Context: an optimization exercise on an open-source flow, tuned for small area, a short achievable clock period and few clock cycles. The choices shown serve that exercise and are no tape-out recipe. The RTL was checked by simulation tests, not by an equivalence proof against the original design. Power is estimated from default activity; no workload was simulated.

`flow/run.sh`:
```
#!/bin/bash
# Standard ORFS layout, with two changes in how it is made:
#  - repair_timing aims for a larger setup slack than the flow's default, so
#    that gates on the critical paths get sized up and buffered;
#  - the port buffers that the standard flow inserts are buf_2 cells.
set -euo pipefail
bash standard.sh SETUP_SLACK_MARGIN=8.1 "BUFFER_PORTS_ARGS=-buffer_cell sky130_fd_sc_hd__buf_2" finish > standard_flow.log 2>&1
```
`standard.sh`:
```
#!/bin/bash
# synth_recipe.tcl (not shown) runs the flow's synth.tcl, then flattens the netlist and writes it again
# the make line also repeats each setting of config.mk as NAME=value (left out here)
make -C /OpenROAD-flow-scripts/flow DESIGN_CONFIG=/design/flow/config.mk WORK_HOME=/design/flow/orfs CLKGATE_MAP_FILE= SYNTH_SCRIPT=/design/flow/synth_recipe.tcl "${@:-finish}"
```
`config.mk`:
```
export PLATFORM = sky130hd
export DESIGN_NAME = miriscv_top
export DESIGN_NICKNAME = miriscv_top
export VERILOG_FILES = /design/flow/design.v
export SDC_FILE = /design/flow/constraint.sdc
export NUM_CORES = 4
export LEC_CHECK = 0
export CAP_MARGIN = 20
export CORE_MARGIN = 2
export CORE_UTILIZATION = 55
export CTS_BUF_LIST = sky130_fd_sc_hd__clkbuf_8
export SLEW_MARGIN = 20
```
`constraint.sdc`:
```
create_clock -name core_clock -period 12.5 [get_ports {clk_i}]
set_input_delay 2.5000 -clock core_clock [delete_from_list [all_inputs] [get_ports {clk_i}]]
set_output_delay 2.5000 -clock core_clock [all_outputs]
set_load 0.01 [all_outputs]
```
`design.v`:
```
module miriscv_mdu (
  input  logic        clk_i,
  input  logic        arstn_i,
  input  logic        start_i,
  input  logic [2:0]  op_i,      
  input  logic [31:0] a_i,
  input  logic [31:0] b_i,
  output logic        idle_o,
  output logic        inject_o,
  output logic        done_o,
  output logic [31:0] result_o
);
  localparam int W = 44;         
  typedef enum logic [2:0] {
    S_IDLE, S_MUL, S_DCHK, S_DIV, S_WAIT, S_DONE
  } state_t;
  state_t       state;
  logic [4:0]   cnt;
  logic [2:0]   op;
  logic [32:0]  rb;            
  logic [31:0]  rq;            
  logic [W-1:0] rs;            
  logic [W-1:0] rc;            
  logic [7:0]   pend_s;        
  logic [7:0]   pend_c;
  logic         pend_n;        
  logic         lo_m1;         
  logic         hi_corr;       
  logic         neg_q, neg_r, bzero;
  logic a_signed, b_signed;
  assign a_signed = (op_i == 3'b001) | (op_i == 3'b010);       
  assign b_signed = (op_i == 3'b000) | (op_i == 3'b001);       
  logic div_signed;
  logic sa, sb;
  assign div_signed = ~op_i[0];                                
  assign sa = div_signed & a_i[31];
  assign sb = div_signed & b_i[31];
  logic [32:0]  mc;
  logic [31:0]  ml;
  logic         ml_m1;
  logic [W-1:0] as, ac;
  logic [9:0]   pb;            
  logic [1:0]   ci;
  assign pb    = {2'b00, pend_s} + {2'b00, pend_c} + {3'b000, pend_n, 6'd0};
  assign ci    = pb[9:8];
  assign mc    = rb;
  assign ml    = rq;
  assign ml_m1 = lo_m1;
  assign as    = rs;
  assign ac    = rc;
  function automatic logic [W-1:0] booth_pp(input logic [2:0] bits, input logic [32:0] m);
    logic [W-1:0] mx;
    mx = {{(W-33){m[32]}}, m};
    case (bits)
      3'b001, 3'b010: booth_pp = mx;
      3'b011:         booth_pp = mx << 1;
      3'b100:         booth_pp = ~(mx << 1);
      3'b101, 3'b110: booth_pp = ~mx;
      default:        booth_pp = '0;
    endcase
  endfunction
  logic [2:0] bd0, bd1, bd2, bd3;
  logic       ng0, ng1, ng2, ng3;
  assign bd0 = {ml[1], ml[0], ml_m1};
  assign bd1 = {ml[3], ml[2], ml[1]};
  assign bd2 = {ml[5], ml[4], ml[3]};
  assign bd3 = {ml[7], ml[6], ml[5]};
  assign ng0 = bd0[2] & ~(bd0[1] & bd0[0]);
  assign ng1 = bd1[2] & ~(bd1[1] & bd1[0]);
  assign ng2 = bd2[2] & ~(bd2[1] & bd2[0]);
  assign ng3 = bd3[2] & ~(bd3[1] & bd3[0]);
  logic [W-1:0] x0, x1, x2, x3;
  assign x0 = booth_pp(bd0, mc);
  assign x1 = (booth_pp(bd1, mc) << 2) | {{(W-1){1'b0}}, ng0};
  assign x2 = (booth_pp(bd2, mc) << 4) | {{(W-3){1'b0}}, ng1, 2'b00};
  assign x3 = (booth_pp(bd3, mc) << 6) | {{(W-5){1'b0}}, ng2, 4'b0000};
  logic [W-1:0] s1, c1, s2, c2, s3, c3, s4, c4;
  assign s1 = as ^ ac ^ x0;
  assign c1 = {((as & ac) | (as & x0) | (ac & x0)), ci[0]};
  assign s2 = x1 ^ x2 ^ x3;
  assign c2 = {((x1 & x2) | (x1 & x3) | (x2 & x3)), ci[1]};
  assign s3 = s1 ^ c1 ^ s2;
  assign c3 = {((s1 & c1) | (s1 & s2) | (c1 & s2)), ci[1]};
  assign s4 = s3 ^ c3 ^ c2;
  assign c4 = {((s3 & c3) | (s3 & c2) | (c3 & c2)), 1'b0};
  logic [32:0] rsh;
  logic [32:0] dif;
  assign rsh = {rs[31:0], rq[31]};
  assign dif = rsh - {1'b0, rb[31:0]};
  logic [31:0] a_abs, b_abs;
  assign a_abs = sa ? -a_i : a_i;
  assign b_abs = sb ? -b_i : b_i;
  always_ff @(posedge clk_i or negedge arstn_i) begin
    if (~arstn_i)
      state <= S_IDLE;
    else begin
      case (state)
        S_IDLE:  if (start_i) state <= op_i[2] ? S_DCHK : S_MUL;
        S_MUL:   if (cnt[1:0] == 2'd3) state <= S_DONE;
        S_DCHK:  if (bzero || (rq < rb[31:0])) state <= S_WAIT; else state <= S_DIV;
        S_WAIT:  state <= S_DONE;
        S_DIV:   if (cnt == 5'd31) state <= S_DONE;
        default: state <= S_IDLE;
      endcase
    end
  end
  always_ff @(posedge clk_i) begin
    case (state)
      S_MUL: begin
        rs     <= {{8{s4[W-1]}}, s4[W-1:8]};
        rc     <= {{8{c4[W-1]}}, c4[W-1:8]};
        pend_s <= s4[7:0];
        pend_c <= c4[7:0];
        pend_n <= ng3;
        lo_m1  <= ml[7];
      end
      S_WAIT: begin
        rs     <= {{(W-32){1'b0}}, rq};
        rc     <= '0;
        pend_s <= '0;
        pend_c <= '0;
        pend_n <= 1'b0;
        lo_m1  <= 1'b0;
      end
      S_DIV: begin
        rs     <= {{(W-32){1'b0}}, dif[32] ? rsh[31:0] : dif[31:0]};
        rc     <= '0;
        pend_s <= '0;
        pend_c <= '0;
        pend_n <= 1'b0;
        lo_m1  <= 1'b0;
      end
      S_DONE: begin
        rs     <= '0;
        rc     <= '0;
        pend_s <= '0;
        pend_c <= '0;
        pend_n <= 1'b0;
        lo_m1  <= 1'b0;
      end
      default: begin
        rs     <= '0;
        rc     <= '0;
        pend_s <= '0;
        pend_c <= '0;
        pend_n <= 1'b0;
        lo_m1  <= 1'b0;
      end
    endcase
  end
  always_ff @(posedge clk_i) begin
    case (state)
      S_IDLE: begin
        op      <= op_i;
        hi_corr <= ~b_signed & b_i[31];
        bzero   <= (b_i == 32'd0);
        neg_q   <= (sa ^ sb) & (b_i != 32'd0);
        neg_r   <= sa;
        cnt     <= 5'd0;
        if (op_i[2]) begin
          rb <= {1'b0, b_abs};
          rq <= a_abs;
        end else begin
          rb <= {a_signed & a_i[31], a_i};
          rq <= b_i;
        end
      end
      S_MUL: begin
        cnt <= cnt + 5'd1;
        rq  <= {pb[7:0], ml[31:8]};
      end
      S_WAIT: begin
        rq <= bzero ? '1 : '0;
      end
      S_DIV: begin
        cnt <= cnt + 5'd1;
        rq  <= {rq[30:0], ~dif[32]};
      end
      default: ;
    endcase
  end
  assign idle_o   = (state == S_IDLE);
  assign inject_o = ((state == S_MUL) & (cnt[1:0] == 2'd3)) |
                    ((state == S_DIV) & (cnt == 5'd31)) |
                    (state == S_WAIT);
  assign done_o   = (state == S_DONE);
  logic [39:0] hx, hy, hz, hi_s, hi_c;
  assign hx   = {rs[31:0], pend_s};
  assign hy   = {rc[31:0], pend_c};
  assign hz   = {(hi_corr ? rb[31:0] : 32'd0), 1'b0, pend_n, 6'd0};
  assign hi_s = hx ^ hy ^ hz;
  assign hi_c = {((hx[38:0] & hy[38:0]) | (hx[38:0] & hz[38:0]) | (hy[38:0] & hz[38:0])), 1'b0};
  logic        is_rem, neg;
  logic [31:0] dval;
  logic [39:0] add_x, add_y;
  logic        add_ci;
  assign is_rem = op[1];
  assign neg    = is_rem ? neg_r : neg_q;
  assign dval   = is_rem ? rs[31:0] : rq;
  assign add_x  = op[2] ? {dval ^ {32{neg}}, 8'hff} : hi_s;
  assign add_y  = op[2] ? 40'd0 : hi_c;
  assign add_ci = op[2] & neg;
  logic [39:0] sum;
  assign sum = add_x + add_y + {39'd0, add_ci};
  assign result_o = (op == 3'b000) ? {pb[7:0], rq[31:8]} : sum[39:8];
endmodule
module miriscv_core (
  input  logic        clk_i,
  input  logic        arstn_i,
  input  logic [31:0] boot_addr_i,
  input  logic        instr_rvalid_i,
  input  logic [31:0] instr_rdata_i,
  output logic        instr_req_o,
  output logic [31:0] instr_addr_o,
  input  logic        data_rvalid_i,
  input  logic [31:0] data_rdata_i,
  output logic        data_req_o,
  output logic        data_we_o,
  output logic [3:0]  data_be_o,
  output logic [31:0] data_addr_o,
  output logic [31:0] data_wdata_o
);
  localparam logic [6:0] OPC_LUI    = 7'b0110111;
  localparam logic [6:0] OPC_AUIPC  = 7'b0010111;
  localparam logic [6:0] OPC_JAL    = 7'b1101111;
  localparam logic [6:0] OPC_JALR   = 7'b1100111;
  localparam logic [6:0] OPC_BRANCH = 7'b1100011;
  localparam logic [6:0] OPC_LOAD   = 7'b0000011;
  localparam logic [6:0] OPC_STORE  = 7'b0100011;
  localparam logic [6:0] OPC_OPIMM  = 7'b0010011;
  localparam logic [6:0] OPC_OP     = 7'b0110011;
  logic        kill;           
  logic [31:2] kill_pc;        
  logic        md_inject;      
  logic        d_hold;         
  logic        w_wen;
  logic [4:0]  w_rd;
  logic [31:0] w_data;         
  logic        boot_q;
  logic        req_q;
  logic        infl_q;         
  logic [31:2] pc_f;
  logic [31:2] pc_seq;
  always_ff @(posedge clk_i or negedge arstn_i) begin
    if (~arstn_i) begin
      boot_q <= 1'b1;
      req_q  <= 1'b0;
      infl_q <= 1'b0;
    end else begin
      boot_q <= 1'b0;
      req_q  <= 1'b1;
      infl_q <= ~boot_q & ~kill & ~d_hold;
    end
  end
  always_comb begin
    if (boot_q)
      pc_seq = boot_addr_i[31:2];
    else if (d_hold)
      pc_seq = pc_f;
    else
      pc_seq = pc_f + 30'd1;
  end
  always_ff @(posedge clk_i) begin
    pc_f <= kill ? kill_pc : pc_seq;
  end
  assign instr_req_o  = req_q;
  assign instr_addr_o = {pc_f, 2'b00};
  logic [31:0] ir_q;
  logic        ir_v;
  always_ff @(posedge clk_i or negedge arstn_i) begin
    if (~arstn_i)
      ir_v <= 1'b0;
    else
      ir_v <= d_hold & ~kill;
  end
  always_ff @(posedge clk_i) begin
    if (~ir_v)
      ir_q <= instr_rdata_i;
  end
  logic [31:0] instr;
  logic        d_valid;
  logic [31:2] pc_d;
  assign instr   = ir_v ? ir_q : instr_rdata_i;
  assign d_valid = ir_v | infl_q;
  assign pc_d    = pc_f - 30'd1;
  logic [6:0] opc;
  logic [4:0] rs1, rs2, rd;
  logic [2:0] f3;
  assign opc = instr[6:0];
  assign rd  = instr[11:7];
  assign f3  = instr[14:12];
  assign rs1 = instr[19:15];
  assign rs2 = instr[24:20];
  logic is_lui, is_auipc, is_jal, is_jalr, is_br, is_ld, is_st, is_opimm, is_op, is_md;
  assign is_lui   = (opc == OPC_LUI);
  assign is_auipc = (opc == OPC_AUIPC);
  assign is_jal   = (opc == OPC_JAL);
  assign is_jalr  = (opc == OPC_JALR);
  assign is_br    = (opc == OPC_BRANCH);
  assign is_ld    = (opc == OPC_LOAD);
  assign is_st    = (opc == OPC_STORE);
  assign is_opimm = (opc == OPC_OPIMM);
  assign is_op    = (opc == OPC_OP) & ~instr[25];
  assign is_md    = (opc == OPC_OP) &  instr[25];
  logic use_rs1, use_rs2, d_wen, b_is_rs2;
  assign use_rs1  = is_jalr | is_br | is_ld | is_st | is_opimm | is_op | is_md;
  assign use_rs2  = is_br | is_st | is_op | is_md;
  assign b_is_rs2 = is_br | is_op | is_md;
  assign d_wen    = (is_lui | is_auipc | is_jal | is_jalr | is_ld | is_opimm | is_op | is_md)
                  & (rd != 5'd0);
  logic [31:0] imm;
  always_comb begin
    if (is_st)
      imm = {{20{instr[31]}}, instr[31:25], instr[11:7]};
    else if (is_br)
      imm = {{19{instr[31]}}, instr[31], instr[7], instr[30:25], instr[11:8], 1'b0};
    else if (is_lui | is_auipc)
      imm = {instr[31:12], 12'd0};
    else if (is_jal)
      imm = {{11{instr[31]}}, instr[31], instr[19:12], instr[20], instr[30:21], 1'b0};
    else
      imm = {{20{instr[31]}}, instr[31:20]};
  end
  logic [31:0][31:0] rf;
  logic [31:0]       rf_v;
  assign rf[0]   = 32'd0;
  assign rf_v[0] = 1'b0;
  for (genvar i = 1; i < 32; i++) begin : g_rf
    always_ff @(posedge clk_i or negedge arstn_i) begin
      if (~arstn_i)
        rf_v[i] <= 1'b0;
      else if (w_wen && (w_rd == i))
        rf_v[i] <= 1'b1;
    end
    always_ff @(posedge clk_i) begin
      if (w_wen && (w_rd == i))
        rf[i] <= w_data;
    end
  end
  logic [31:0] sel1, sel2;
  logic [31:0] rs1_rf, rs2_rf;
  always_comb begin
    rs1_rf = '0;
    rs2_rf = '0;
    for (int i = 0; i < 32; i++) begin
      sel1[i] = (rs1 == i) & rf_v[i];
      sel2[i] = (rs2 == i) & rf_v[i];
      rs1_rf  = rs1_rf | (rf[i] & {32{sel1[i]}});
      rs2_rf  = rs2_rf | (rf[i] & {32{sel2[i]}});
    end
  end
  logic [31:0] rs1_val, rs2_val;
  assign rs1_val = (w_wen && (w_rd == rs1)) ? w_data : rs1_rf;
  assign rs2_val = (w_wen && (w_rd == rs2)) ? w_data : rs2_rf;
  logic        e_valid, e_wen, e_ld;
  logic [4:0]  e_rd;
  logic        m_valid, m_wen, m_ld;
  logic [4:0]  m_rd;
  logic hz_rs1, hz_rs2, load_hazard;
  assign hz_rs1 = use_rs1 & ((e_valid & e_ld & e_wen & (e_rd == rs1)) |
                             (m_valid & m_ld & m_wen & (m_rd == rs1)));
  assign hz_rs2 = use_rs2 & ((e_valid & e_ld & e_wen & (e_rd == rs2)) |
                             (m_valid & m_ld & m_wen & (m_rd == rs2)));
  assign load_hazard = hz_rs1 | hz_rs2;
  logic        md_idle, md_flight, md_wen_q;
  logic [4:0]  md_rd_q;
  logic        md_fwen;
  logic [4:0]  md_frd;
  logic        md_hazard;
  assign md_flight = (~md_idle & ~md_inject & ~md_res_ok) | (e_valid & e_md);
  assign md_fwen   = md_idle ? e_wen : md_wen_q;
  assign md_frd    = md_idle ? e_rd  : md_rd_q;
  assign md_hazard = (md_flight & md_fwen &
                       ((use_rs1 & (rs1 == md_frd)) | (use_rs2 & (rs2 == md_frd)) |
                        (d_wen & (rd == md_frd)))) |
                     (is_md & (~md_idle | (e_valid & e_md)));
  assign d_hold = d_valid & (load_hazard | md_hazard | md_inject);
  logic a_m, a_w, r2_m, r2_w;
  assign a_m  = use_rs1 & e_valid & e_wen & (e_rd == rs1);
  assign a_w  = use_rs1 & m_valid & m_wen & (m_rd == rs1);
  assign r2_m = use_rs2 & e_valid & e_wen & (e_rd == rs2);
  assign r2_w = use_rs2 & m_valid & m_wen & (m_rd == rs2);
  logic d_alu;
  assign d_alu = is_opimm | is_op;
  logic [9:0] d_rsel;
  assign d_rsel[0] = ~(d_alu & (f3 != 3'b000)) & ~is_jal & ~is_jalr & ~is_md;  
  assign d_rsel[1] = d_alu & (f3 == 3'b001);                                   
  assign d_rsel[2] = d_alu & (f3 == 3'b010);                                   
  assign d_rsel[3] = d_alu & (f3 == 3'b011);                                   
  assign d_rsel[4] = d_alu & (f3 == 3'b100);                                   
  assign d_rsel[5] = d_alu & (f3 == 3'b101);                                   
  assign d_rsel[6] = d_alu & (f3 == 3'b110);                                   
  assign d_rsel[7] = d_alu & (f3 == 3'b111);                                   
  assign d_rsel[8] = is_jal | is_jalr;                                         
  assign d_rsel[9] = is_md;                                                    
  logic d_sub;
  assign d_sub = (d_alu & ((f3 == 3'b010) | (f3 == 3'b011))) |
                 (is_op & instr[30] & (f3 == 3'b000));
  logic [5:0] d_bsel;
  assign d_bsel[0] = is_br & (f3 == 3'b000);   
  assign d_bsel[1] = is_br & (f3 == 3'b001);   
  assign d_bsel[2] = is_br & (f3 == 3'b100);   
  assign d_bsel[3] = is_br & (f3 == 3'b101);   
  assign d_bsel[4] = is_br & (f3 == 3'b110);   
  assign d_bsel[5] = is_br & (f3 == 3'b111);   
  logic        e_jal, e_jalr, e_st, e_md;
  logic [2:0]  e_f3;
  logic [9:0]  e_rsel;
  logic [5:0]  e_bsel;
  logic        e_sub, e_sra;
  logic [31:0] e_a, e_b, e_c;
  logic [31:2] e_pc;
  logic        e_a_m, e_a_w, e_b_m, e_b_w, e_c_m, e_c_w;
  always_ff @(posedge clk_i or negedge arstn_i) begin
    if (~arstn_i)
      e_valid <= 1'b0;
    else if (md_inject)
      e_valid <= md_wen_q;
    else
      e_valid <= d_valid & ~d_hold & ~kill;
  end
  always_ff @(posedge clk_i) begin
    if (md_inject) begin
      e_wen  <= md_wen_q;
      e_rd   <= md_rd_q;
      e_ld   <= 1'b0;
      e_st   <= 1'b0;
      e_jal  <= 1'b0;
      e_jalr <= 1'b0;
      e_md   <= 1'b0;
      e_rsel <= 10'b10_0000_0000;
      e_bsel <= 6'd0;
    end else begin
      e_wen  <= d_wen;
      e_rd   <= rd;
      e_ld   <= is_ld;
      e_st   <= is_st;
      e_jal  <= is_jal;
      e_jalr <= is_jalr;
      e_md   <= is_md;
      e_rsel <= d_rsel;
      e_bsel <= d_bsel;
    end
    e_f3  <= f3;
    e_sub <= d_sub;
    e_sra <= instr[30];
  end
  always_ff @(posedge clk_i) begin
    e_a    <= is_auipc ? {pc_d, 2'b00} : (is_lui ? 32'd0 : rs1_val);
    e_b    <= b_is_rs2 ? rs2_val : imm;
    e_c    <= is_st ? rs2_val : imm;
    e_pc   <= pc_d;
    e_a_m  <= a_m;
    e_a_w  <= a_w & ~a_m;
    e_b_m  <= r2_m & b_is_rs2;
    e_b_w  <= r2_w & ~r2_m & b_is_rs2;
    e_c_m  <= r2_m & is_st;
    e_c_w  <= r2_w & ~r2_m & is_st;
  end
  logic [31:0] m_res;    
  logic [31:0] w_res;    
  logic [31:0] opa, opb, opc_v;
  assign opa   = e_a_m ? m_res : (e_a_w ? w_res : e_a);
  assign opb   = e_b_m ? m_res : (e_b_w ? w_res : e_b);
  assign opc_v = e_c_m ? m_res : (e_c_w ? w_res : e_c);
  logic [32:0] sum33;
  logic [31:0] sum;
  assign sum33 = {1'b0, opa} + {1'b0, opb ^ {32{e_sub}}} + {32'd0, e_sub};
  assign sum   = sum33[31:0];
  logic slt, sltu;
  assign sltu = ~sum33[32];
  assign slt  = (opa[31] ^ opb[31]) ? opa[31] : sum[31];
  logic [4:0]  shamt;
  logic [31:0] shl, shr;
  logic [32:0] shr33;
  assign shamt = opb[4:0];
  assign shl   = opa << shamt;
  assign shr33 = $signed({e_sra & opa[31], opa}) >>> shamt;
  assign shr   = shr33[31:0];
  logic        eq, lo_lt, lt, ltu;
  assign eq    = (opa == opb);
  assign lo_lt = (opa[30:0] < opb[30:0]);
  assign lt    = (opa[31] ^ opb[31]) ? opa[31] : lo_lt;
  assign ltu   = (opa[31] ^ opb[31]) ? opb[31] : lo_lt;
  logic br_taken;
  assign br_taken = (e_bsel[0] & eq) | (e_bsel[1] & ~eq) | (e_bsel[2] & lt) |
                    (e_bsel[3] & ~lt) | (e_bsel[4] & ltu) | (e_bsel[5] & ~ltu);
  logic [31:2] tgt, link;
  assign tgt  = e_pc + e_c[31:2];
  assign link = e_pc + 30'd1;
  assign kill    = e_valid & (e_jal | e_jalr | br_taken);
  assign kill_pc = e_jalr ? sum[31:2] : tgt;
  logic        md_res_ok;
  logic [31:0] md_res;
  miriscv_mdu i_mdu (
    .clk_i    ( clk_i           ),
    .arstn_i  ( arstn_i         ),
    .start_i  ( e_valid & e_md  ),
    .op_i     ( e_f3            ),
    .a_i      ( opa             ),
    .b_i      ( opb             ),
    .idle_o   ( md_idle         ),
    .inject_o ( md_inject       ),
    .done_o   ( md_res_ok       ),
    .result_o ( md_res          )
  );
  always_ff @(posedge clk_i) begin
    if (md_idle) begin
      md_wen_q <= e_wen;
      md_rd_q  <= e_rd;
    end
  end
  logic [31:0] e_res;
  assign e_res = ({32{e_rsel[0]}} & sum)
               | ({32{e_rsel[1]}} & shl)
               | ({32{e_rsel[2]}} & {31'd0, slt})
               | ({32{e_rsel[3]}} & {31'd0, sltu})
               | ({32{e_rsel[4]}} & (opa ^ opb))
               | ({32{e_rsel[5]}} & shr)
               | ({32{e_rsel[6]}} & (opa | opb))
               | ({32{e_rsel[7]}} & (opa & opb))
               | ({32{e_rsel[8]}} & {link, 2'b00})
               | ({32{e_rsel[9]}} & md_res);
  logic [31:0] st_data;
  logic [3:0]  st_be;
  always_comb begin
    case (e_f3[1:0])
      2'b00: begin
        st_data = {4{opc_v[7:0]}};
        st_be   = 4'b0001 << sum[1:0];
      end
      2'b01: begin
        st_data = {2{opc_v[15:0]}};
        st_be   = sum[1] ? 4'b1100 : 4'b0011;
      end
      default: begin
        st_data = opc_v;
        st_be   = 4'b1111;
      end
    endcase
  end
  logic        m_req, m_we;
  logic [3:0]  m_be;
  logic [31:0] m_wdata;
  logic [2:0]  m_f3;
  always_ff @(posedge clk_i or negedge arstn_i) begin
    if (~arstn_i) begin
      m_valid <= 1'b0;
      m_req   <= 1'b0;
      m_wen   <= 1'b0;
    end else begin
      m_valid <= e_valid & ~e_md;
      m_req   <= e_valid & (e_ld | e_st);
      m_wen   <= e_valid & ~e_md & e_wen;
    end
  end
  always_ff @(posedge clk_i) begin
    m_res   <= e_res;
    m_rd    <= e_rd;
    m_ld    <= e_ld;
    m_we    <= e_st;
    m_be    <= st_be;
    m_wdata <= st_data;
    m_f3    <= e_f3;
  end
  assign data_req_o   = m_req;
  assign data_we_o    = m_we;
  assign data_be_o    = m_be;
  assign data_addr_o  = m_res;
  assign data_wdata_o = m_wdata;
  logic        w_ld;
  logic [2:0]  w_f3;
  always_ff @(posedge clk_i or negedge arstn_i) begin
    if (~arstn_i)
      w_wen <= 1'b0;
    else
      w_wen <= m_wen;
  end
  always_ff @(posedge clk_i) begin
    w_res <= m_res;
    w_rd  <= m_rd;
    w_ld  <= m_ld;
    w_f3  <= m_f3;
  end
  logic [31:0] ld_sh;
  logic [31:0] ld_val;
  assign ld_sh = data_rdata_i >> {w_res[1:0], 3'b000};
  always_comb begin
    case (w_f3)
      3'b000:  ld_val = {{24{ld_sh[7]}}, ld_sh[7:0]};
      3'b001:  ld_val = {{16{ld_sh[15]}}, ld_sh[15:0]};
      3'b100:  ld_val = {24'd0, ld_sh[7:0]};
      3'b101:  ld_val = {16'd0, ld_sh[15:0]};
      default: ld_val = data_rdata_i;
    endcase
  end
  assign w_data = w_ld ? ld_val : w_res;
endmodule
module miriscv_top (
  input  logic        clk_i,
  input  logic        arstn_i,
  input  logic [31:0] boot_addr_i,
  input  logic        instr_rvalid_i,
  input  logic [31:0] instr_rdata_i,
  output logic        instr_req_o,
  output logic [31:0] instr_addr_o,
  input  logic        data_rvalid_i,
  input  logic [31:0] data_rdata_i,
  output logic        data_req_o,
  output logic        data_we_o,
  output logic [3:0]  data_be_o,
  output logic [31:0] data_addr_o,
  output logic [31:0] data_wdata_o
);
  miriscv_core i_core (
    .clk_i          ( clk_i          ),
    .arstn_i        ( arstn_i        ),
    .boot_addr_i    ( boot_addr_i    ),
    .instr_rvalid_i ( instr_rvalid_i ),
    .instr_rdata_i  ( instr_rdata_i  ),
    .instr_req_o    ( instr_req_o    ),
    .instr_addr_o   ( instr_addr_o   ),
    .data_rvalid_i  ( data_rvalid_i  ),
    .data_rdata_i   ( data_rdata_i   ),
    .data_req_o     ( data_req_o     ),
    .data_we_o      ( data_we_o      ),
    .data_be_o      ( data_be_o      ),
    .data_addr_o    ( data_addr_o    ),
    .data_wdata_o   ( data_wdata_o   )
  );
endmodule
```
==> summary.txt, run 1 <==
Slew Limit Headroom -> 14.4%
CP max stage delay -> 0.54 ns
Clk latency of the worst-skew pair -> 1.11 ns
Critical Path Stages -> 11
Row count -> 149
Largest net degree at the start of global routing -> 79
Die Area -> 169000 um^2
Tightest Pin Transition -> 1.28 ns
Die H -> 411 um
Area Overhead vs Synth -> 15.1%
Power per Cell Area -> 243 nW/um^2
Primary FF master, synth -> edfxtp_1
CP required -> 13.46 ns
Ys async rst share -> 2.79%
Number of H-tree levels -> 5
Arr. time, crit path -> 5.79 ns
Post-route insts no fill -> 11.4k
Wire length per cell -> 41.1 um
Hold WC Path Type -> register to register
# hold bufs at CTS -> 0
Worst Setup End Kind -> register
Synth area leader -> edfxtp_1
Mapped cell area -> 91100 um^2
Synthesized flop and latch total -> 1543
Layout filler cell count -> 13.3k
Crit path launch type -> input pin
Clock tree sinks -> 1543
Setup crit start -> instr_rdata_i[19]
Netlist cell types -> 111
Post-detailed-route via-to-cell ratio -> 7.63
Max-cap viol count -> 0
CTS Buffer Depth -> 4
IO Pins -> 203
Share of power burned in the clock network -> 18.0%
Final setup fails -> 0
Layout cells sized above 1 -> 18.7%
Die X -> 411 um
Crit path max-delay family -> simple AND/OR/NAND/NOR gates
Reg-to-reg endpoint -> i_core.pc_f[31]
Worst-path clk slew -> 0.06 ns
Total track usage -> 53.5%
Final max-slew violation count -> 0
Final worst path period share -> 38.7%
CP cell instances -> buf_2 -> or3b_2 -> a21oi_2 -> and3_4 -> buf_8 -> a22o_1 -> a221oi_1 -> nand4_1 -> or3_1 -> o211ai_1 -> o31ai_1
Starting Density -> 55.3%
Synthesis warning total -> 2
Post-route ant nets -> 0
Tmin final -> 4.84 ns
Most frequent cells in the layout -> edfxtp_1, a22oi_1, nand2_1
R2R Path Start -> i_core.w_res[11]
DRT iter0 DRCs -> 17.1k
CTS Buf Count -> 278
Crit-path slowest cell -> and3_4
GP Congestion -> 1.08
# DRC -> 0
RSZ-0062 raised after global routing -> yes
First-pass GRT wire length -> 630000 um
Sw Share -> 44.9%
Number of flops mapped to enable cells by yosys -> 1099
Final core occ -> 63.7%
Worst setup path class -> input pin to register
Power Internal -> 14.1 mW
Worst hold path depth -> 0
Fmax -> 207 MHz
TritonCTS clock tree -> built
WHS Endpoint -> i_core.w_f3[1]
Hold violation count in the final report -> 0
Synthesized area per cell -> 10.5 um^2
Switching Power -> 11.5 mW
Nets -> 9502
Area share of the largest cell type after synthesis -> 36.2%
Sequential Power Share -> 31.1%
Dpl cell area -> 94800 um^2
R2R depth -> 16
Drt first pass iters -> 22
Port-buffer cells -> 196
Total negative setup slack -> 0 ns
Core ar. -> 165000 um^2
Crit-path max FO -> 22
Max IR drop VDD -> 0.314 mV
Synth area leaders -> edfxtp_1, dfxtp_1, a22oi_1
Buf/Inv on CP -> 2
Comb power frac -> 50.9%
Static Leakage -> 40.0 nW
Hold Crit Start -> i_core.m_f3[1]
Root Buffer -> clkbuf_8
Vias in the first global route -> 79.6k
FF-to-FF setup slack -> 7.80 ns
Via count -> 86.7k
Cells after DPL -> 10.6k
Commonest non-fill, non-tap cell in the layout -> edfxtp_1
Synth Instances -> 8637
Routed wire length -> 467000 um
Outcome -> no timing/DRC/antenna violations
Clock Skew -> 0.161 ns
Initial antenna violation count -> 48
Post-DP HPWL -> 297000 um
Grt total ovfl -> 0
Post-route cell area -> 105000 um^2
Post-synthesis sequential area ratio -> 46.2%
==> logic make-up (layout without fill, tap and decap cells) <==
group | after synthesis | in the layout | share of synthesized area [%]
flops | 1543 | 1543 | 46.2
buf+inv | 962 | 1450 | 4.48
simple gates | 2117 | 2122 | 11.5
compound gates | 2623 | 2625 | 20.1
other cells | 2 | 37 | 0.00825
xor+xnor | 485 | 485 | 4.66
fa+ha+maj | 463 | 463 | 7.85
mux | 442 | 442 | 5.14
==> state kept, by name, summed over array words and instances, names as in the netlist, 6 cells and up <==
register	cells
i_core.e_bsel	6
i_core.ir_q	30
i_core.e_a	32
i_core.rf_v	31
i_core.i_mdu.rb	33
i_core.e_c	32
i_core.e_rsel	10
i_core.e_b	32
i_core.m_res	32
i_core.m_wdata	32
i_core.rf	992
i_core.pc_f	30
i_core.i_mdu.pend_s	8
i_core.e_pc	30
i_core.i_mdu.pend_c	7
i_core.i_mdu.rs	33
i_core.i_mdu.rq	32
i_core.w_res	32
i_core.i_mdu.rc	34
==> layer usage <==
metal | GRT usage (%) | vias to the layer above | wire length, um
met3 | 23.4 | 2998 | 74600
li1 | - | 33600 | -
met2 | 75.2 | 8646 | 186000
met1 | 63.0 | 41400 | 153000
met4 | 43.7 | 42 | 52300
met5 | 2.26 | - | 786
==> cell usage after synthesis (all sizes together) (17+ instances only) <==
| cell type | count |
|---|---|
| a2111oi | 41 |
| a21oi | 395 |
| or3 | 25 |
| a211oi | 40 |
| a22oi | 679 |
| nor2 | 499 |
| ha | 282 |
| or2 | 54 |
| xor2 | 221 |
| a221oi | 201 |
| edfxtp | 1099 |
| nand3 | 235 |
| a22o | 161 |
| inv | 267 |
| mux2i | 361 |
| buf | 257 |
| nor2b | 68 |
| clkbuf | 432 |
| xnor2 | 264 |
| nor4 | 40 |
| nand2 | 516 |
| a21o | 55 |
| fa | 181 |
| dfxtp | 401 |
| o21a | 74 |
| nand4 | 136 |
| dfrtp | 42 |
| nand2b | 46 |
| and3 | 191 |
| o21ai | 524 |
| nor3 | 147 |
| o22ai | 26 |
| and2 | 66 |
| mux2 | 71 |
| o31ai | 31 |
| a31o | 17 |
| a31oi | 52 |
| or4 | 23 |
| a222oi | 65 |
| o21bai | 17 |
| a221o | 17 |
| nand3b | 18 |
| o221ai | 38 |
| o211ai | 64 |
==> layout make-up <==
type / count / area [um^2] / area share [%]
diodes: 33 / 82.6 / 0.0788
flip-flops and latches: 1543 / 42200 / 40.2
well taps: 2189 / 2740 / 2.61
clock inverters: 180 / 955 / 0.910
clock buffers: 295 / 4060 / 3.87
repair buffers: 702 / 6080 / 5.80
multi-input cells: 6141 / 47700 / 45.5
inverters: 273 / 1070 / 1.02
==> worst max-delay path by stage <==
stage / slack (ns) / end
detailed placement: 5.97 / i_core.e_a[10]
floorplan: 7.80 / i_core.e_b[29]
global route: 7.88 / i_core.pc_f[31]
finish: 7.66 / i_core.e_a[3]
global placement: 5.93 / i_core.e_b[9]
CTS: 7.99 / i_core.e_a[3]
==> metrics by stage <==
stage | hold WS, ns | total power [mW] | worst slack [ns]
after CTS | 0.326 | 24.8 | 7.99
after global placement | 0.314 | 19.7 | 5.93
final | 0.328 | 25.5 | 7.66
after detailed placement | 0.315 | 20.0 | 5.97
after global routing | 0.340 | 26.7 | 7.88
after floorplan | 0.310 | 15.5 | 7.80
==> repair_timing <==
item | CTS | global route
endpoints found under the setup margin | 243 | 203
setup buffers | 120 | 102
cloned | 13 | 7
pin swaps | 40 | 62
gates resized for setup | 393 | 217
==> power by group through the flow <==
| stage | clock, mW | sequential [mW] | combinational [mW] |
|---|---|---|---|
| after global routing | 4.75 | 7.93 | 14.0 |
| after global placement | 0 | 8.06 | 11.7 |
| final | 4.58 | 7.95 | 13.0 |
| after CTS | 4.53 | 7.88 | 12.4 |
| after detailed placement | 0 | 8.07 | 11.9 |
| after floorplan | 0 | 7.29 | 8.16 |
Testbench counts, summed over its fixed seeds: cycles 129,705.
==> run 2: changes to the inputs <==
--- a/config.mk
+++ b/config.mk
@@ -7,3 +7,3 @@
 export LEC_CHECK = 0
-export CAP_MARGIN = 20
+export CAP_MARGIN = 35
 export CORE_MARGIN = 2
@@ -11,2 +11,2 @@
 export CTS_BUF_LIST = sky130_fd_sc_hd__clkbuf_8
-export SLEW_MARGIN = 20
+export SLEW_MARGIN = 25
==> run 2 against run 1 <==
Effect of this change:
- cell count up 0.24%
- still clean on timing, DRC and antenna
- core utilization rose by 0.27 points
- wire length down 0.50%
- synthesized area unchanged
- fmax grew 2.8%
- setup slack improved by 0.13 ns
- synthesized cell count is the same
==> summary.txt, run 2 <==
Primary FF master, synth -> edfxtp_1
Total negative setup slack -> 0 ns (unchanged)
Initial antenna violation count -> 47 (-2.1%)
Synth Instances -> 8637 (unchanged)
Largest net degree at the start of global routing -> 79 (unchanged)
Drt first pass iters -> 14 (-36%)
Sequential Power Share -> 31.1% (about the same)
Cells after DPL -> 10.6k (+0.28%)
Post-route insts no fill -> 11.4k (+0.24%)
Die H -> 411 um (unchanged)
Routed wire length -> 464000 um (-0.50%)
Post-detailed-route via-to-cell ratio -> 7.57 (-0.78%)
Switching Power -> 11.4 mW (-0.80%)
Final core occ -> 64.0% (+0.27 points)
Final worst path period share -> 37.6% (-1.1 points)
Tmin final -> 4.70 ns (-0.133 ns)
Vias in the first global route -> 79.4k (-0.19%)
Clock Skew -> 0.120 ns (-0.0409 ns)
Arr. time, crit path -> 5.65 ns (-0.14 ns)
DRT iter0 DRCs -> 16.6k (-2.9%)
Layout filler cell count -> 13.3k (+0.038%)
# DRC -> 0 (unchanged)
Post-DP HPWL -> 298000 um (+0.43%)
Static Leakage -> 40.2 nW (+0.55%)
Outcome -> no timing/DRC/antenna violations
First-pass GRT wire length -> 627000 um (-0.39%)
CP required -> 13.45 ns (about the same)
Sw Share -> 44.6% (-0.32 points)
Max-cap viol count -> 0 (unchanged)
Synthesized flop and latch total -> 1543 (unchanged)
Tightest Pin Transition -> 1.13 ns (-0.143 ns)
Root Buffer -> clkbuf_8
Synth area leader -> edfxtp_1
Hold violation count in the final report -> 0 (unchanged)
Total track usage -> 53.3% (-0.17 points)
Netlist cell types -> 111 (unchanged)
Largest register FFs -> 992 (unchanged)
Synth top cells by count -> edfxtp_1, a22oi_1, nand2_1, nor2_1, o21ai_0
Max IR drop VDD -> 0.335 mV (+6.6%)
Area Overhead vs Synth -> 15.6%
Nets -> 9541 (+0.41%)
Slew Limit Headroom -> 24.3% (+9.9 points)
TritonCTS clock tree -> built
Starting Density -> 55.3% (unchanged)
Crit-path max FO -> 23 (+4.5%)
Grt total ovfl -> 0 (unchanged)
Row count -> 149 (unchanged)
Number of H-tree levels -> 5 (unchanged)
Final max-slew violation count -> 0 (unchanged)
Ys async rst share -> 2.79% (unchanged)
Area share of the largest cell type after synthesis -> 36.2% (unchanged)
IO Pins -> 203 (unchanged)
Port-buffer cells -> 196 (unchanged)
Crit path launch type -> input pin
Number of flops mapped to enable cells by yosys -> 1099 (unchanged)
CP cell instances -> buf_2 -> or3b_1 -> a21oi_2 -> buf_4 -> and2_2 -> buf_8 -> a22oi_1 -> nand4_1 -> nor2_1 -> nand3_1 -> o21ai_2 -> o21ai_0
Most frequent cell after synthesis -> edfxtp_1
Regs by FF count -> i_core.rf: 992 flops, i_core.i_mdu.rc: 34 flops
Largest reg by FF count -> i_core.rf
Mapped cell area -> 91100 um^2 (unchanged)
CTS Buf Count -> 279 (+0.36%)
Commonest non-fill, non-tap cell in the layout -> edfxtp_1
CTS Buffer Depth -> 4 (unchanged)
Die Area -> 169000 um^2 (unchanged)
Crit-path slowest cell -> and2_2
Power Internal -> 14.1 mW (+0.51%)
Worst Setup End Kind -> register
Fmax -> 213 MHz (+2.8%)
GP Congestion -> 1.08 (unchanged)
Core ar. -> 165000 um^2 (unchanged)
Clk latency of the worst-skew pair -> 1.08 ns (-0.03 ns)
RSZ-0062 raised after global routing -> yes
Layout cells sized above 1 -> 18.7% (about the same)
Wire length per cell -> 40.8 um (-0.74%)
Power per Cell Area -> 242 nW/um^2 (-0.50%)
Worst setup path class -> input pin to register
Synthesized area per cell -> 10.5 um^2 (unchanged)
Share of power burned in the clock network -> 18.0% (about the same)
Synth area leaders -> edfxtp_1, dfxtp_1, a22oi_1
Final setup fails -> 0 (unchanged)
Comb power frac -> 50.9% (about the same)
Post-route ant nets -> 0 (unchanged)
Die X -> 411 um (unchanged)
Worst-path clk slew -> 0.06 ns (about the same)
Hold WC Path Type -> register to register
CP max stage delay -> 0.46 ns (-0.08 ns)
Most frequent cells in the layout -> edfxtp_1, a22oi_1, nand2_1
Clock tree sinks -> 1543 (unchanged)
Via count -> 86.2k (-0.54%)
Synthesis warning total -> 2 (unchanged)
Post-synthesis sequential area ratio -> 46.2% (unchanged)
run 2: cell counts after synthesis:
No cell type changed its count.
run 2: final timing paths:
kind                                    from  cells after the start  slack, ns         endpoint
max                        instr_rdata_i[20]                     12       7.80   i_core.e_c[10]
min reg2reg                   i_core.m_f3[1]                      0       0.32   i_core.w_f3[1]
min in group asynchronous            arstn_i                      2       1.54  i_core.rf_v[24]
max reg2reg                 i_core.w_res[11]                     16       7.92  i_core.pc_f[31]
min                           i_core.m_f3[1]                      0       0.32   i_core.w_f3[1]
max in group asynchronous            arstn_i                      2      10.21      i_core.ir_v
run 2: layout make-up:
type | count | area, um^2 | area share, %
antenna | 36 | 90.1 | 0.0856
clock buffer | 298 | 4100 | 3.89
clock inverter | 163 | 916 | 0.870
inverter | 273 | 1090 | 1.04
multi-input combinational | 6139 | 47600 | 45.2
sequential | 1543 | 42200 | 40.0
tap | 2189 | 2740 | 2.60
timing repair buffer | 742 | 6600 | 6.27
run 2: metrics by stage:
step | hold WS [ns] | setup WS [ns] | total power [mW] | cell area (um^2)
floorplan | 0.310 | 7.80 | 15.5 | 91600
global placement | 0.314 | 5.93 | 19.7 | 94800
detailed placement | 0.316 | 5.89 | 20.1 | 95200
CTS | 0.325 | 7.90 | 24.9 | 103000
global route | 0.344 | 7.87 | 26.7 | 105000
finish | 0.324 | 7.80 | 25.5 | 105000
run 2: power by group through the flow:
stage          sequential (mW)  combinational (mW)  clock (mW)
6_report                  7.93                13.0        4.60
5_1_grt                   7.92                14.0        4.76
4_1_cts                   7.86                12.5        4.55
3_5_place_dp              8.07                12.0           0
3_3_place_gp              8.06                11.7           0
2_1_floorplan             7.29                8.16           0
run 2: repair_timing:
item,in CTS,in global routing
pin swaps,34,58
hold buffers,0,0
setup buffers,108,114
cloned,11,9
setup endpoints to repair,243,195
resized for setup,344,232
run 2: layer usage:
| layer | wire (um) | vias up | track usage (%) |
|---|---|---|---|
| met5 | 774 | - | 2.23 |
| met4 | 52500 | 58 | 44.2 |
| met3 | 74500 | 2918 | 24.2 |
| met2 | 185000 | 8485 | 74.7 |
| met1 | 151000 | 41100 | 62.3 |
| li1 | - | 33600 | - |
run 2: worst max-delay path: cells and delay by family:
family          cells  cell delay, ns
buf+inv             3            0.91
simple gates        5            1.32
compound gates      4            0.83
run 2: kinds of logic after synthesis:
family / Yosys count / share of synthesized area, %
DFF: 1543 / 46.2
adders and majority gates: 463 / 7.85
buffers and inverters: 962 / 4.48
and+or+nand+nor: 2117 / 11.5
xor gates and xnor gates: 485 / 4.66
other: 2 / 0.00825
AOI/OAI and AO/OA: 2623 / 20.1
muxes: 442 / 5.14

port drivers added, routing unchanged:
The results above use ideal ports. As a check the final layouts listed here were re-extracted and re-timed, cells and wires unchanged. Step 1 assumes that a clkbuf_16 drives the clock port and a buf_2 every other input. Step 2 adds t to the input delays and takes it off the output delays; t is the mean of the earliest and latest rising clock arrival at the registers after step 1. Input paths then give back, and output paths get back, about the clock's delay inside the block. Slacks: ideal / step 1 / step 2; pairs: ideal / step 1.
run	t (ns)	setup WS [ns]	worst setup path after step 2
run 1	1.122	7.664 / 7.734 / 6.612	input to register
run 2	1.136	7.796 / 7.872 / 6.736	input to register
After both steps every run listed still meets setup and hold. For run 2, which loses most, drivers alone change the setup slack by +0.076 ns; drivers and shift together by -1.060 ns.
